This is an optimization exercise on Yosys and OpenROAD, whose aim is small area, not a production implementation.
Only simulation tests tie the RTL to the original design; equivalence was not proved.
Power is estimated from default activity; no workload was simulated.

$ cat design/flow/design.v
module spi_dev (
		input  wire        clk,         
		input  wire        reset,       
		input  wire [1:0]  address,     
		input  wire [3:0]  byteenable,  
		input  wire        chipselect,  
		input  wire        read,        
		output reg  [31:0] readdata,    
		input  wire        write,       
		input  wire [31:0] writedata,   
		output wire        sclk,        
		output wire        tx,          
		input  wire        rx,          
		output wire        cs0,         
		output wire        cs1,         
		output wire        cs2,         
		output wire        cs3          
	);
    wire [31:0] status;
    reg [31:0] control;
    reg [31:0] brd;
	 wire [31:0] RX_data_out;
	 wire [31:0] RX_data_in;
	 wire [31:0] TX_data; 
	 wire TX_FIFO_WRITE;
	 wire TX_FIFO_READ;
	 wire RX_FIFO_WRITE;
	 wire RX_FIFO_READ;
	 wire TX_CLEAR_OV;
	 wire RX_CLEAR_OV;
	 wire RX_RESET;
	 wire TX_RESET;
	 wire BAUD_CLOCK;
	 wire CS_ASSERT;
	 wire SEL_CS_AUTO, SEL_CS_ENABLE, SEL_CS;
	 wire [1:0] SEL_MODE;
	 wire [3:0] CS;
    parameter DATA_REG     = 2'b00;
    parameter STATUS_REG   = 2'b01;
    parameter CONTROL_REG  = 2'b10;
    parameter BRD_REG      = 2'b11;
    always @ (*)
    begin
        if (read & chipselect)
            case (address)
                DATA_REG: 
                    readdata = RX_data_out;
                STATUS_REG:
                    readdata = status;
                CONTROL_REG: 
                    readdata = control;
                BRD_REG: 
                    readdata = brd;
            endcase
        else
            readdata = 32'b0;
    end        
    always @ (posedge clk or posedge reset)
    begin
        if (reset)
        begin
				control[4:0] 	<= 5'b11111;	   
				control[8:5] 	<= 4'b1111;		   
				control[12:9] 	<= 4'b0000;		   
				control[14:13] <= 2'b00;		   
				control[15] 	<= 1'b1;			   
				control[17:16] <= 2'b00;		   
				control[19:18] <= 2'b00;		   
				control[21:20] <= 2'b00;		   
				control[23:22] <= 2'b00;		   
				control[31:24] <= 2'b00;		   
				brd[31:0]		<= 32'h00000280;  
        end
        else
        begin
            if (write & chipselect)
            begin
                case (address)
                    CONTROL_REG: 
                        control <= writedata;
                    BRD_REG: 
                        brd <= writedata;
                endcase
            end
        end
    end
	assign status[31:16] = 16'b0;
	assign status[7:6] = 2'b00;
	assign cs0 = ~CS[0];
	assign cs1 = ~CS[1];
	assign cs2 = ~CS[2];
	assign cs3 = ~CS[3];
	assign RX_FIFO_READ = read & chipselect & (address == DATA_REG);
	assign TX_FIFO_WRITE = write & chipselect & (address == DATA_REG);
	assign TX_CLEAR_OV = write & chipselect & (address == STATUS_REG) & writedata[3];
	assign RX_CLEAR_OV = write & chipselect & (address == STATUS_REG) & writedata[0];
	assign TX_RESET = write & chipselect & (address == STATUS_REG) & writedata[7];
	assign RX_RESET = write & chipselect & (address == STATUS_REG) & writedata[6];
	clock_generator clock_generator (.clk(clk), .reset(reset), 
												.enable(control[15]), .brd(brd), .baud_out(BAUD_CLOCK));
	edge_triggered_FIFO TX_FIFO(.Read(TX_FIFO_READ),
									    .Write(TX_FIFO_WRITE),
									    .ClearOV(TX_CLEAR_OV),
									    .Clock(clk), .Reset(reset|TX_RESET),
								       .DataIn(writedata), .DataOut(TX_data), .store_count(status[15:12]),
								       .Full(status[4]), .Empty(status[5]), .OV(status[3]));
	edge_triggered_FIFO RX_FIFO(.Read(RX_FIFO_READ),
									    .Write(RX_FIFO_WRITE),
									    .ClearOV(RX_CLEAR_OV),
									    .Clock(clk), .Reset(reset|RX_RESET),
								       .DataIn(RX_data_in), .DataOut(RX_data_out), .store_count(status[11:8]),
								       .Full(status[1]), .Empty(status[2]), .OV(status[0]));
	cs_sclk_manager manager(.SCLK_IN(BAUD_CLOCK),
									.SCLK_ENABLE(TX_FIFO_READ),
									.CS_ASSERT(CS_ASSERT),
									.MODE(control[23:16]),
									.CS_SELECT(control[14:13]),
									.CS_AUTO(control[8:5]),
									.CS_ENABLE(control[12:9]),
									.SEL_CS_AUTO(SEL_CS_AUTO),
									.SEL_CS_ENABLE(SEL_CS_ENABLE),
									.SEL_CS(SEL_CS),
									.SEL_MODE(SEL_MODE),
									.CS(CS),
									.SCLK_OUT(sclk)
									);
	serializer TX_RX_serializer(.CLK(clk),
										 .SCLK((~BAUD_CLOCK & (SEL_MODE[1] ^ SEL_MODE[0])) | (BAUD_CLOCK & ~(SEL_MODE[1] ^ SEL_MODE[0]))),
									    .RESET(reset),
									    .SEND(~status[5]),
									    .CS_AUTO(SEL_CS_AUTO),
									    .CS_ENABLE(SEL_CS_ENABLE),
									    .MODE(SEL_MODE),
									    .WORD_SIZE(control[4:0]),
										 .RX(rx),
										 .RX_FIFO_WRITE(RX_FIFO_WRITE),
										 .DATA_OUT(RX_data_in),
										 .TX(tx),
									    .TX_FIFO_READ(TX_FIFO_READ),
										 .DATA_IN(TX_data),
									    .CS_ASSERT(CS_ASSERT)
									    );
endmodule
module clock_generator(
	input clk, reset, enable,
	input[31:0] brd,
	output reg baud_out
	);
	reg clk_div_2_out;
	reg[31:0] count;
	reg[31:0] target; 
	always @ (posedge clk)
	begin
		if(reset || !enable)
		begin
			clk_div_2_out <= 1'b0;
			baud_out <= 1'b0;
			count <= 32'b0;
			target <= brd;
		end
		else
		begin
			clk_div_2_out <= !clk_div_2_out;
			count <= count + 32'b10000000;
			if (count[31:7] == target[31:7])
			begin
				 target <= target + brd;
				 baud_out <= !baud_out;
			end
		end
	end
endmodule
module edge_detect(
	input signal_in, clock,
	output reg signal_out
	);
	reg previous_state;
	always @ (posedge clock)
	begin
		if((signal_in != previous_state) & signal_in)
			signal_out <= 1;	 
		else
			signal_out <= 0;	 
		previous_state <= signal_in;
	end
endmodule
module edge_triggered_FIFO(
	input  Read, Write, Clock, Reset, ClearOV,
	input  [31:0] DataIn,
	output [31:0] DataOut,
	output [3:0] store_count,			
	output Full, Empty, OV);
	wire read_edge, write_edge, clearOV_edge;
	edge_detect read_edge_detect(.signal_in(Read), .clock(Clock),
										  .signal_out(read_edge));
	edge_detect write_edge_detect(.signal_in(Write), .clock(Clock),
											.signal_out(write_edge));
	edge_detect clearOV_edge_detect(.signal_in(ClearOV), .clock(Clock),
											  .signal_out(clearOV_edge));
	FIFO FIFO(.Read(read_edge), .Write(write_edge), 
				 .Clock(Clock), .Reset(Reset), .ClearOV(clearOV_edge),
				 .DataIn(DataIn), .DataOut(DataOut), .store_count(store_count),
				 .Full(Full), .Empty(Empty), .OV(OV));
endmodule
module FIFO(
	input  Read, Write, Clock, Reset, ClearOV,
	input  [31:0] DataIn,
	output wire [31:0] DataOut,
	output reg [3:0] store_count,
	output wire Full, Empty, OV
	);
	reg [31:0] Stack [15:0];  
	reg [1:0] state;
	reg [3:0] ReadPtr, WritePtr;
	parameter EMPTY = 2'b00, NEUTRAL = 2'b01, FULL = 2'b10, OVR = 2'b11;
	assign Empty = state==EMPTY;
	assign Full = (state==FULL)|(state==OVR);
	assign OV = state==OVR;
	assign DataOut = Stack[ReadPtr];
	reg [1:0] n_state;
	reg [3:0] n_ReadPtr, n_WritePtr, n_count;
	reg we_a, we_b;
	always @ (*)
	begin
		n_state = state; n_ReadPtr = ReadPtr; n_WritePtr = WritePtr; n_count = store_count;
		we_a = 1'b0; we_b = 1'b0;
		case(state)
			EMPTY:
			begin
				if(Read)  begin n_state = EMPTY; end																												   
				if(Write) begin n_state = NEUTRAL; we_a = 1'b1; n_WritePtr = n_WritePtr+1'b1; n_count = n_count+1'b1; end  
			end
			NEUTRAL:
			begin
				if(Read  && (n_count == 1))  begin n_state = EMPTY; n_ReadPtr = n_ReadPtr+1'b1; n_count = n_count-1'b1; end 									  
				if(Write && (n_count < 14))  begin n_state = NEUTRAL; we_a = 1'b1; n_WritePtr = n_WritePtr+1'b1; n_count = n_count+1'b1; end  
				if(Read  && (n_count > 1))   begin n_state = NEUTRAL; n_ReadPtr  = n_ReadPtr+1'b1; n_count = n_count-1'b1; end 								  
				if(Write && (n_count == 14)) begin n_state = FULL; if (we_a) we_b = 1'b1; else we_a = 1'b1; n_WritePtr = n_WritePtr+1'b1; n_count = n_count+1'b1; end     
			end
			FULL: 
			begin
				if(Read)  begin n_state = NEUTRAL; n_ReadPtr = n_ReadPtr+1'b1; n_count = n_count-1'b1; end  
				if(Write) begin n_state = OVR; end																				    
			end
			OVR: 
			begin
				if(Read || Write) begin n_state = OVR; end   
				if(ClearOV) 		begin n_state = FULL; end  
			end
		endcase
	end
	always @ (posedge Clock, posedge Reset)
	begin 
		if(Reset)
		begin
			state <= EMPTY;
			ReadPtr <= 4'd0; WritePtr <= 4'd0; store_count <= 4'd0;
		end
		else
		begin
			state <= n_state;
			ReadPtr <= n_ReadPtr; WritePtr <= n_WritePtr; store_count <= n_count;
		end
	end
	always @ (posedge Clock)
	begin
		if(!Reset)
		begin
			if(we_a) Stack[WritePtr] <= DataIn;
			if(we_b) Stack[WritePtr+4'd1] <= DataIn;
		end
	end
endmodule
module cs_sclk_manager(
	input SCLK_IN,
	input SCLK_ENABLE,
	input CS_ASSERT,
	input [7:0] MODE,
	input [1:0] CS_SELECT,
	input [3:0] CS_AUTO, CS_ENABLE,
	output reg SEL_CS_AUTO, SEL_CS_ENABLE, SEL_CS,
	output reg [1:0] SEL_MODE,
	output reg [3:0] CS,
	output SCLK_OUT
	);
	parameter DEV0 = 2'b00, DEV1 = 2'b01, DEV2 = 2'b10, DEV3 = 2'b11;
	integer i;
	always @ (*)
	begin
		for (i = 0; i < 4; i = i + 1)
		begin 
			CS[i] = (CS_ENABLE[i] & ~CS_AUTO[i]) | (CS_AUTO[i] & CS_ASSERT & (i == CS_SELECT));
		end
		case(CS_SELECT)
			DEV0: begin SEL_CS_AUTO = CS_AUTO[0]; SEL_CS_ENABLE = CS_ENABLE[0]; SEL_CS = CS[0]; SEL_MODE = MODE[1:0]; end
			DEV1: begin SEL_CS_AUTO = CS_AUTO[1]; SEL_CS_ENABLE = CS_ENABLE[1]; SEL_CS = CS[1]; SEL_MODE = MODE[3:2]; end
			DEV2: begin SEL_CS_AUTO = CS_AUTO[2]; SEL_CS_ENABLE = CS_ENABLE[2]; SEL_CS = CS[2]; SEL_MODE = MODE[5:4]; end
			DEV3: begin SEL_CS_AUTO = CS_AUTO[3]; SEL_CS_ENABLE = CS_ENABLE[3]; SEL_CS = CS[3]; SEL_MODE = MODE[7:6]; end	
		endcase
	end
	assign SCLK_OUT = (((SCLK_IN & SCLK_ENABLE) & ~SEL_MODE[1]) | (~(SCLK_IN & SCLK_ENABLE) & SEL_MODE[1]));
endmodule
module serializer(
	input CLK, SCLK, RESET, SEND,
	input CS_AUTO, CS_ENABLE,
	input [1:0] MODE,
	input [4:0] WORD_SIZE,
	input [31:0] DATA_IN,
	input RX,
	output RX_FIFO_WRITE,
	output reg [31:0] DATA_OUT,
	output reg TX_FIFO_READ,
	output reg TX,
	output reg CS_ASSERT
	);
	reg [4:0] count;
	reg [31:0] latch_data;
	reg [1:0] state;
	reg last_sclk;
	parameter IDLE_STATE = 2'b00, CS_ASSERT_STATE = 2'b01, TX_RX_STATE = 2'b10;
	assign RX_FIFO_WRITE = ~TX_FIFO_READ;
	always @ (posedge CLK)
	begin
		if(RESET)
		begin
		state <= IDLE_STATE;
		TX_FIFO_READ <= 1'b0; CS_ASSERT <= 1'b0; TX <= 1'b0; DATA_OUT <= 32'b0;
		end
		else
		begin
			if (SCLK != last_sclk)
			begin
				if (SCLK)
				begin
					case(state)
						IDLE_STATE:
						begin
							TX_FIFO_READ <= 0; count <= WORD_SIZE; CS_ASSERT <= 0; latch_data <= DATA_IN;
							if(SEND & CS_AUTO) begin state <= CS_ASSERT_STATE; end
							if(SEND & ~CS_AUTO) begin state <= TX_RX_STATE; end
						end
						CS_ASSERT_STATE:
						begin
							TX_FIFO_READ <= 0; count <= WORD_SIZE; CS_ASSERT <= 1;
							state <= TX_RX_STATE;
						end
						TX_RX_STATE: 
						begin
							DATA_OUT[count] <= RX; TX_FIFO_READ <= 1; CS_ASSERT <= 1;
							if(count == 0) begin state <= IDLE_STATE; end
							else begin state <= TX_RX_STATE; count <= count-1'b1; end
						end
						default:
						begin
							state <= IDLE_STATE;
						end
					endcase
				end
				else
				begin
					if(state == TX_RX_STATE) begin TX <= latch_data[count]; end
						else begin TX <= 0; end
				end
			end
		end
		last_sclk <= SCLK;
	end
endmodule
$ cat design/flow/run.sh
#!/bin/bash
# synth_recipe.tcl (not shown) runs the flow's synth.tcl, then flattens the netlist and writes it again
# the make line also repeats each setting of config.mk as NAME=value (left out here)
make -C /OpenROAD-flow-scripts/flow DESIGN_CONFIG=/design/flow/config.mk WORK_HOME=/design/flow/orfs CLKGATE_MAP_FILE= SYNTH_SCRIPT=/design/flow/synth_recipe.tcl finish
$ cat design/flow/config.mk
export PLATFORM = sky130hd
export DESIGN_NAME = spi_dev
export DESIGN_NICKNAME = spi_dev
export VERILOG_FILES = /design/flow/design.v
export SDC_FILE = /design/flow/constraint.sdc
export NUM_CORES = 4
export LEC_CHECK = 0
export CAP_MARGIN = 20
export CORE_MARGIN = 2
export CORE_UTILIZATION = 40
export SLEW_MARGIN = 20
$ cat design/flow/constraint.sdc
create_clock -name core_clock -period 10.0 [get_ports {clk}]
set_input_delay 2.0000 -clock core_clock [delete_from_list [all_inputs] [get_ports {clk}]]
set_output_delay 2.0000 -clock core_clock [all_outputs]
set_load 0.01 [all_outputs]
==> metrics.yaml <==
num_vias: 27900
antenna_found_initial: 10
synth_compound_area_share_pct: 4.96
postSynth.asyncResetShare_pct: 7.30
synth_top_family_by_area: "multiplexers"
setup_viol: 0
rsz0062_at_grt: "false"
stdcell_count: 4954
hold_path_class: "flop to flop"
wl_per_cell_um: 26.0
synthesis.instances: 2970
cts.path.max_buffers: 3
clk_latency_ns: 0.73
synth-simple-area-share_pct: 4.22
firstDrtPassIters: 7
cts.sinks: 1261
yosysMostFrequentCell: "edfxtp_1"
ys_top_cells_by_count: "edfxtp_1, mux4_2, nand2_1"
fin_nets: 3208
grt_usage_pct: 18.9
crit_fanout: 19
synth_area_sq_mm: 0.0533
grt_max_degree: 96
place.gp.congestion: 0.838
core-area_sq_mm: 0.133
rr_worst_depth: 18
p_leak_nw: 18.5
yosys_warnings: 6
endpoint_kind: "flop"
startpoint: "RX_FIFO.FIFO.store_count[0]"
ant_nets: 0
hp-start: "TX_FIFO.read_edge_detect.previous_state"
finalHoldViolCount: 0
cts_root_buf: "clkbuf_16"
ff2ff_setup_slack_ns: 2.88
grt_pass1_wl_um: 190000
r2r-start: "RX_FIFO.FIFO.store_count[0]"
synth-seq-cells: 1261
rows: 134
chipWidth_um: 369
worst_ir_drop_vdd_v: 0.000164
cts_buffers: 120
fin_skew_ns: 0.0227
r2r-end: "RX_FIFO.FIFO.Stack[4][13]"
endpoint: "RX_FIFO.FIFO.Stack[4][13]"
ys_seq_area_share_pct: 68.7
critPathKind: "flop to flop"
dp_hpwl_um: 74000
drt_iter0_drc: 2403
cts_repair_resize_count: 0
max_cap_viol_count: 0
cts_hold_buf: 0
cts_tree: "done"
synth_area_leaders: "edfxtp_1, mux4_2, dfrtp_1, dfxtp_1, ha_1"
drc: 0
final.min_clock_period_ns: 7.12
setup_tns_ns: 0
synth.top_cell.area_share_pct: 61.5
routed_wl_um: 129000
status: "timing/DRC/antenna clean"
finalCritPeriodShare_pct: 71.2
grt_util_met2_pct: 31.2
crit_required_ns: 10.36
ys.flop_type: "edfxtp_1"
port_buffers: 77
syn_area_per_cell_sq_um: 18.0
cp.arrival_ns: 7.48
yosys.area.top_type: "edfxtp_1"
start_kind: "flop"
area_growth_pct: 13.5
ys_types: 84
nFillCells: 11300
die_h_um: 369
start_util_pct: 40.1
tightestPinTransition_ns: 1.07
synthXorXnorAreaFrac_pct: 1.82
final_layout_size_suffix_gt1_share_pct: 23.9
synth_edf_count: 1093
power_density_mw_per_mm2: 245
slew_headroom_pct: 27.7
synth_mux_area_share_pct: 16.6
cts_htree_levels: 3
fmaxAchievable_ghz: 0.140
syn_nets: 3101
slew_violations: 0
path_clk_slew_ns: 0.06
vias_per_cell: 5.64
use_met1_pct: 25.8
io-pin-count: 82
final_util_pct: 45.5
gr-usage-met3_pct: 3.97
synthAdderAreaFrac_pct: 2.05
design.die.area_sq_mm: 0.136
grt_pass1_vias: 28000
placed_cells: 4723
grt.overflow.total: 0
post_cts_buffers: 0
busiest_layer: "met2"
power by group:
group | total (mW) | leakage (nW) | switching [mW] | internal [mW]
combinational | 3.79 | 5.73 | 2.04 | 1.74
clock | 4.62 | 1.98 | 2.00 | 2.62
sequential | 6.45 | 10.8 | 0.434 | 6.02
total | 14.9 | 18.5 | 4.48 | 10.4
placed cells by master, fill, tap and decap left out, types with 16 or more instances in the layout:
cell type,Yosys,final
o21ai_0,74,74
nor2b_1,30,30
a21oi_1,85,84
clkbuf_1,98,17
a22oi_1,21,21
dfrtp_1,80,72
xnor2_1,54,54
clkdlybuf4s50_1,0,75
edfxtp_1,1093,1093
mux2_2,84,84
buf_4,3,61
clkbuf_16,0,122
mux2i_1,19,17
inv_1,65,65
o31ai_1,17,16
a32o_1,26,26
nor2_1,120,119
nand3_1,37,37
clkinv_2,0,31
nor3_1,32,32
mux4_2,342,342
dfxtp_1,76,76
nand4_1,16,16
clkinv_1,2,21
a22o_2,0,16
ha_1,86,86
nand2_1,152,150
xor2_1,49,49
cell type report:
class	count	area (sq um)	area share [%]
Tap cell	1768	2210	3.65
Inverter	68	258	0.426
Clock buffer	149	3250	5.38
Multi-Input combinational cell	1486	16100	26.6
Timing Repair Buffer	140	1260	2.08
Antenna cell	2	5.00	0.00827
Sequential cell	1261	36700	60.6
Clock inverter	80	761	1.26
cell families (layout without fill, tap and decap cells):
family          Yosys count  in the layout
fa+ha+maj                87             87
flops                  1261           1261
simple gates            474            474
buf+inv                 223            437
other cells               0              2
xor+xnor                106            106
mux                     445            445
compound gates          374            374
critical path: stages, from the launching register on:
cell and delay, ns:
dfrtp_1 0.67, ha_1 0.31, and4bb_1 0.60, a32oi_1 0.29
or2_2 0.37, and2_1 0.31, xnor2_1 0.21, ha_1 0.21
and2_1 0.17, o31ai_4 0.45, mux2i_1 0.38, ha_1 0.22
nand3_1 0.13, a211o_4 0.36, a211oi_2 0.21, o21ai_2 0.07
buf_4 0.26, o32ai_4 0.92, buf_4 0.55
metrics by stage:
step           worst slack [ns]  power, mW  cell area (sq um)  hold slack, ns
2_1_floorplan              2.69       9.21              53300           0.363
3_3_place_gp               3.05       10.3              56500           0.368
3_5_place_dp               2.92       10.4              56500           0.377
4_1_cts                    2.87       15.0              60500           0.389
5_1_grt                    2.56       15.5              60500           0.403
6_report                   2.88       14.9              60500           0.388
worst min path at each step:
stage | endpoint | slack, ns | cells past startpoint
finish | TX_FIFO.read_edge_detect.signal_out | 0.39 | 1
global route | TX_FIFO.clearOV_edge_detect.signal_out | 0.40 | 1
floorplan | RX_FIFO.write_edge_detect.signal_out | 0.36 | 1
global placement | TX_FIFO.read_edge_detect.signal_out | 0.37 | 1
detailed placement | RX_FIFO.write_edge_detect.signal_out | 0.38 | 1
CTS | RX_FIFO.write_edge_detect.signal_out | 0.39 | 1
state kept, by name (all words and copies together), names as in the netlist, 2 cells and up:
| signal | count |
|---|---|
| clock_generator.target | 32 |
| clock_generator.count | 25 |
| TX_RX_serializer.count | 5 |
| RX_FIFO.FIFO.store_count | 4 |
| TX_FIFO.FIFO.Stack | 512 |
| RX_FIFO.FIFO.ReadPtr | 4 |
| RX_FIFO.FIFO.WritePtr | 4 |
| brd | 32 |
| TX_FIFO.FIFO.store_count | 4 |
| TX_FIFO.FIFO.WritePtr | 4 |
| RX_FIFO.FIFO.Stack | 512 |
| TX_FIFO.FIFO.ReadPtr | 4 |
| TX_RX_serializer.DATA_OUT | 32 |
| TX_RX_serializer.state | 2 |
| TX_FIFO.FIFO.state | 2 |
| control | 32 |
| RX_FIFO.FIFO.state | 2 |
| TX_RX_serializer.latch_data | 32 |
layer usage:
| metal | vias up | share of wire (%) |
|---|---|---|
| li1 | 12200 | - |
| met1 | 14700 | 42 |
| met2 | 772 | 49 |
| met3 | 200 | 7.2 |
| met4 | 8 | 2.2 |
| met5 | - | 0.044 |

[re-timing with driven ports]
Ports are ideal in the flow. The routed layout listed here was re-timed in OpenROAD.
Step 1 sets driving cells, clkbuf_16 on the clock port and buf_2 on the other inputs (assumed; they add their load-dependent delay and slew).
Step 2 times the ports against the registers' clock, not the clock port: input delays grow and output delays shrink by t, the midpoint of the rising clock arrivals with the driver on.
a / b / c = ideal ports / drivers / drivers and shift; a / b = the first two.
t (ns): 0.784
slack for setup (ns): 2.882 / 2.883 / 2.883
worst hold slack (ns): 0.388 / 0.388 / 0.388
clock arrival spread, ns: 0.025 / 0.025
worst slew at a driven data input, ns: 0.15
After both steps this run still meets setup and hold. The setup slack of this run moves by +0.001 ns with the drivers and by +0.001 ns with both steps.
